From an optimization exercise on the open Yosys and OpenROAD flow, aimed at small area, a short achievable clock period and few clock cycles per item; shortcuts taken in it are not production practice. The RTL was checked by simulation tests, not by an equivalence proof against the original design. Power figures rest on the tool's default switching activity, not on a simulated workload.

## flow/design.v (module list and top-level ports; edited modules follow where they fit)
// module mul_fa: 4 lines
// module mul_ha: 4 lines
// module mul: 1725 lines
module mul (
    input wire clk,
    input wire reset,
    input wire rd_en,
    input wire wr_en,
    input wire [31:0] wr_data_1,
    input wire [31:0] wr_data_2,
    output wire [63:0] rd_data,
    output reg wr_ready,
    output reg rd_ready,
    output reg rd_val
);
  // ...
==> flow/flow/run.sh <==
#!/bin/bash
set -euo pipefail
MARGIN=7.5
bash standard.sh SETUP_SLACK_MARGIN=$MARGIN finish > standard_flow.log 2>&1
==> flow/standard.sh <==
#!/bin/bash
# synth_recipe.tcl (not shown) runs the flow's synth.tcl, then flattens the netlist and writes it again
# the make line also repeats each setting of config.mk as NAME=value (left out here)
make -C /OpenROAD-flow-scripts/flow DESIGN_CONFIG=/design/flow/config.mk WORK_HOME=/design/flow/orfs CLKGATE_MAP_FILE= SYNTH_SCRIPT=/design/flow/synth_recipe.tcl "${@:-finish}"
==> flow/config.mk <==
export PLATFORM = sky130hd
export DESIGN_NAME = mul
export DESIGN_NICKNAME = mul
export VERILOG_FILES = /design/flow/design.v
export SDC_FILE = /design/flow/constraint.sdc
export NUM_CORES = 4
export LEC_CHECK = 0
export ABC_AREA = 1
export CAP_MARGIN = 20
export CORE_MARGIN = 2
export CORE_UTILIZATION = 40
export SLEW_MARGIN = 20
export SYNTH_HIERARCHICAL = 1
==> flow/constraint.sdc <==
create_clock -name core_clock -period 11.0 [get_ports {clk}]
set_input_delay 2.2000 -clock core_clock [delete_from_list [all_inputs] [get_ports {clk}]]
set_output_delay 2.2000 -clock core_clock [all_outputs]
set_load 0.01 [all_outputs]
==> results.py, run 1 <==
metrics = {
    "outcome": {
        "status": "no timing/DRC/antenna violations",
    },
    "synth": {
        "synth_top_area_share_pct": 27.2,
        "ys_warn_count": 7,
        "ys_async_sr_fraction_pct": 0,
        "synth_common_cells": "772 x nand2_1, 574 x xor2_1, 496 x o22ai_1",
        "synth_fa_ha_area_share_pct": 29.7,
        "syn_area_per_cell_um2": 9.59,
        "synth_cells": 3860,
    },
    "timing": {
        "final.setup.worst_slack_ps": 6680,
        "grt_setup_unrepaired": "true",
    },
    "detailed_routing": {
        "m1WireLength_um": 52700,
        "routed_wirelength_um": 146000,
        "routed-wl-met3_um": 22200,
        "drcViolationCount": 0,
    },
    "clock_network": {
        "cts.sinks": 341,
        "clk_latency_ps": 600,
        "postCtsHoldBufs": 0,
        "cts_inserted_buffers": 42,
        "clk_path_buf_depth": 3,
    },
    "layout": {
        "utilization_pct": 51.1,
        "flops_and_latches": 341,
        "multi_input_area_um2": 25800,
        "layout-drive-gt1-share_pct": 20.9,
        "num-clock-buffers": 48,
        "antenna_cells": 3,
        "nFillCells": 8151,
        "fin_area_um2": 46800,
    },
    "global_route": {
        "grt_pass1_wl_um": 205000,
    },
    "hold_path": {
        "hp-class": "reg2reg",
    },
    "flow_run": {
        "max_cap_violations": 0,
    },
    "worst_setup_path": {
        "slowest_stage": "fa_2",
        "end_kind": "register",
        "crit_type": "reg2reg",
    },
    "pwr": {
        "pwr-share-seq_pct": 16.8,
        "power.density_nw_per_um2": 351,
    },
    "placed_design": {
        "dp_hpwl_um": 83900,
        "routabilityCongestion": 0.953,
    },
    "floorplanning": {
        "rows": 111,
    },
}
Testbench counts, summed over its fixed seeds: cycles 536, items 512.
==> inputs of run 2 (changes only) <==
==> flow/flow/run.sh (replaced) <==
#!/bin/bash
set -euo pipefail
MARGIN=6.5
bash standard.sh SETUP_SLACK_MARGIN=$MARGIN finish > standard_flow.log 2>&1
==> run 2 against run 1 <==
Effect of this change: worst hold slack gained 13 ps; sequential power is 2% higher; via count down 7.8%; total power is 15% lower.
==> results.py, run 2 <==
metrics = {
    "layout": {
        "final_common_cell": "nand2_1",
        "regArea_um2": 10200,
        "area_growth_pct": 11.5,
        "multi_input_area_um2": 24200,
        "nNetsFinal": 4551,
        "fin_area_um2": 41300,
        "fin_cells": 5111,
        "nFillCells": 8762,
        "reg_top3": "p3: 64 flops, x2: 64 flops, y2: 63 flops",
        "antenna_cells": 0,
        "final_cell_mix": "770 x nand2_1, 570 x xor2_1, 496 x o22ai_1",
        "utilization_pct": 45.0,
        "layout-drive-gt1-share_pct": 7.03,
    },
    "placed_design": {
        "dp_hpwl_um": 86200,
        "routabilityCongestion": 0.964,
        "portBuffers": 134,
        "placedCellCount": 5006,
        "dp_slack_ps": 5480,
        "placed_area_um2": 39400,
    },
    "worst_setup_path": {
        "cp-start-kind": "register",
        "arrival_ps": 4720,
        "path_buf_inv": 2,
        "worstPathCellList": "inv_1 -> buf_4 -> o22ai_1 -> xor2_1 -> fa_1 -> fa_1 -> fa_1 -> fa_1 -> fa_1 -> fa_1",
        "crit_path_frequent_cell": "fa_1",
        "crit_required_ps": 11310,
        "crit_family": "adder cells",
        "critical-path-max-stage-delay_ps": 620,
        "crit_type": "reg2reg",
        "cp_max_fo": 31,
        "slowest_stage": "fa_1",
        "end_kind": "register",
    },
    "clock_network": {
        "cts_tree": "done",
        "clk_latency_ps": 600,
        "cts_inserted_buffers": 43,
        "cts.sinks": 341,
        "cts-htree-levels": 2,
        "clk_path_buf_depth": 3,
        "clk_pin_slew_ps": 60,
        "ctsRootBufferMaster": "clkbuf_16",
    },
    "detailed_routing": {
        "drt-initial-drc-count": 3233,
        "ant_nets": 0,
        "avgViaCountPerCell": 5.69,
        "vias": 29100,
        "drtPass1Iterations": 6,
        "drcViolationCount": 0,
        "routed_wirelength_um": 127000,
        "wl_per_cell_um": 24.9,
    },
    "synth": {
        "synth_seq_cells": 341,
        "synth_cells": 3860,
        "ys_async_sr_fraction_pct": 0,
        "ys_seq_area_share_pct": 27.5,
        "synth_cell_type_count": 45,
        "synthTopCellsByArea": "edfxtp_1 27%, fa_1 26%, xor2_1 14%",
        "synth_top_area_share_pct": 27.2,
        "synth_edf_count": 335,
        "synth_area_um2": 37000,
        "synth_top_area_cell": "edfxtp_1",
        "synthFlopType": "edfxtp_1",
        "syn_area_per_cell_um2": 9.59,
        "synth.most_common_cell": "nand2_1",
        "ys_warn_count": 7,
        "synth_common_cells": "772 x nand2_1, 574 x xor2_1, 496 x o22ai_1",
    },
    "global_route": {
        "gr-usage-all-layers_pct": 26.7,
        "grt_max_degree": 72,
        "grt_pass1_wl_um": 188000,
        "grt_overflow_total": 0,
        "grt_pass1_vias": 29400,
        "antenna_found_initial": 2,
    },
    "timing": {
        "slew_violations": 0,
        "grt_setup_unrepaired": "false",
        "finClkSkew_ps": 33.7,
        "setup_viol": 0,
        "fin_hold_ws_ps": 513,
        "slew_headroom_pct": 34.1,
        "hold_viol_final": 0,
        "setup_tns_ps": 0,
        "worst_pin_slew_ps": 987,
        "period_minus_slack_ps": 4410,
        "finalCritPeriodShare_pct": 40.1,
        "timing.fmax_mhz": 227,
        "final.setup.worst_slack_ps": 6590,
    },
    "hold_path": {
        "hp-class": "reg2reg",
    },
    "outcome": {
        "status": "no timing/DRC/antenna violations",
    },
    "pwr": {
        "p_total_mw": 14.0,
        "p_leak_nw": 17.9,
        "vdd.ir_drop.worst_mv": 0.214,
        "power.density_nw_per_um2": 340,
    },
    "floorplanning": {
        "ios": 135,
        "rows": 111,
        "dieWidth_um": 308,
        "start_util_pct": 40.4,
        "die_h_um": 308,
        "core_um2": 91700,
        "dieArea_um2": 95000,
    },
    "flow_run": {
        "max_cap_violations": 0,
    },
}
[run 2: cell counts after synthesis]
Identical to the previous run, type by type.
[run 2: worst paths after layout]
path,from,to,slack (ps),cells after the start
worst max-delay path,e1[3],y2[31],6590,10
worst min-delay path,sk_a[13],a1[13],510,2
worst max register to register,e1[3],y2[31],6590,10
worst min register to register,sk_a[13],a1[13],510,2
[run 2: cell families (layout without fill, tap and decap cells)]
| kind of cell | count (synthesis) | after routing | synth area share [%] |
|---|---|---|---|
| xor+xnor | 575 | 575 | 13.6 |
| other cells | 1 | 16 | 0.0101 |
| compound gates | 585 | 585 | 9.80 |
| simple gates | 1028 | 1031 | 11.2 |
| mux | 15 | 15 | 0.538 |
| buf+inv | 726 | 773 | 7.65 |
| flops | 341 | 341 | 27.5 |
| fa+ha+maj | 589 | 589 | 29.7 |
[run 2: cell type report]
cell class	count	area share, %
inverters	455	4.28
flip-flops and latches	341	24.7
clock buffers	58	2.87
well taps	1186	3.60
clock inverters	18	0.343
multi-input cells	2811	58.6
repair buffers	242	5.64
[run 2: metal layers]
metal | up-vias | part of all wire (%) | routed length [um] | global-route usage [%]
met5 | - | 0.010 | 13 | 0
met4 | 2 | 5.2 | 6650 | 12.3
met3 | 392 | 12 | 15500 | 9.22
met2 | 1885 | 43 | 54200 | 39.4
met1 | 14100 | 40 | 51000 | 35.2
li1 | 12700 | - | - | -
[run 2: what timing repair did]
action,in CTS,in global routing
pin swaps,1,1
hold buffers,0,0
setup buffers,9,17
hold endpoints to repair,0,0
endpoints found under the setup margin,180,247
gates resized for setup,22,35
gates cloned,1,2
[run 2: tightest hold or removal path: stages (launching register included)]
cell and delay (ps):
edfxtp_1 310, nand2_1 50, nand2_1 50
[run 2: Yosys stat by module (local to each module, per instance)]
module / flops+latches / area (um^2)
mul: 341 / 26800
mul_fa: 0 / 20.0
mul_ha: 0 / 12.5
[run 2: power breakdown]
part	total, mW	internal, mW	switching (mW)
Sequential	2.82	2.61	0.205
Combinational	9.88	4.00	5.88
Clock	1.34	0.781	0.561
Total	14.0	7.39	6.64

separate check: timing with driven ports:
Ports are ideal in the flow. The routed layouts listed here were re-timed in OpenROAD. Step 1 (the two cells are an assumption about what drives the block):
set clk [get_ports {clk}]
set_driving_cell -lib_cell sky130_fd_sc_hd__clkbuf_16 $clk
set_driving_cell -lib_cell sky130_fd_sc_hd__buf_2 [delete_from_list [all_inputs] $clk]
Step 2 adds t to the input delays and takes it off the output delays; t is the mean of the earliest and latest rising clock arrival at the registers after step 1. Input paths then give back, and output paths get back, about the clock's delay inside the block. Slacks: ideal ports / drivers / drivers and shift; pairs: ideal ports / drivers.
run	shift t [ns]	setup slack, ns	latest minus earliest clock arrival (ns)	cell pins on the clock port's net
run 1	0.655	6.684 / 6.684 / 6.684	0.034 / 0.035	1
run 2	0.647	6.592 / 6.592 / 6.161	0.035 / 0.036	1
After both steps every run listed still meets setup and hold. For run 2, which loses most, drivers alone change the setup slack by 0.000 ns; drivers and shift together by -0.431 ns.
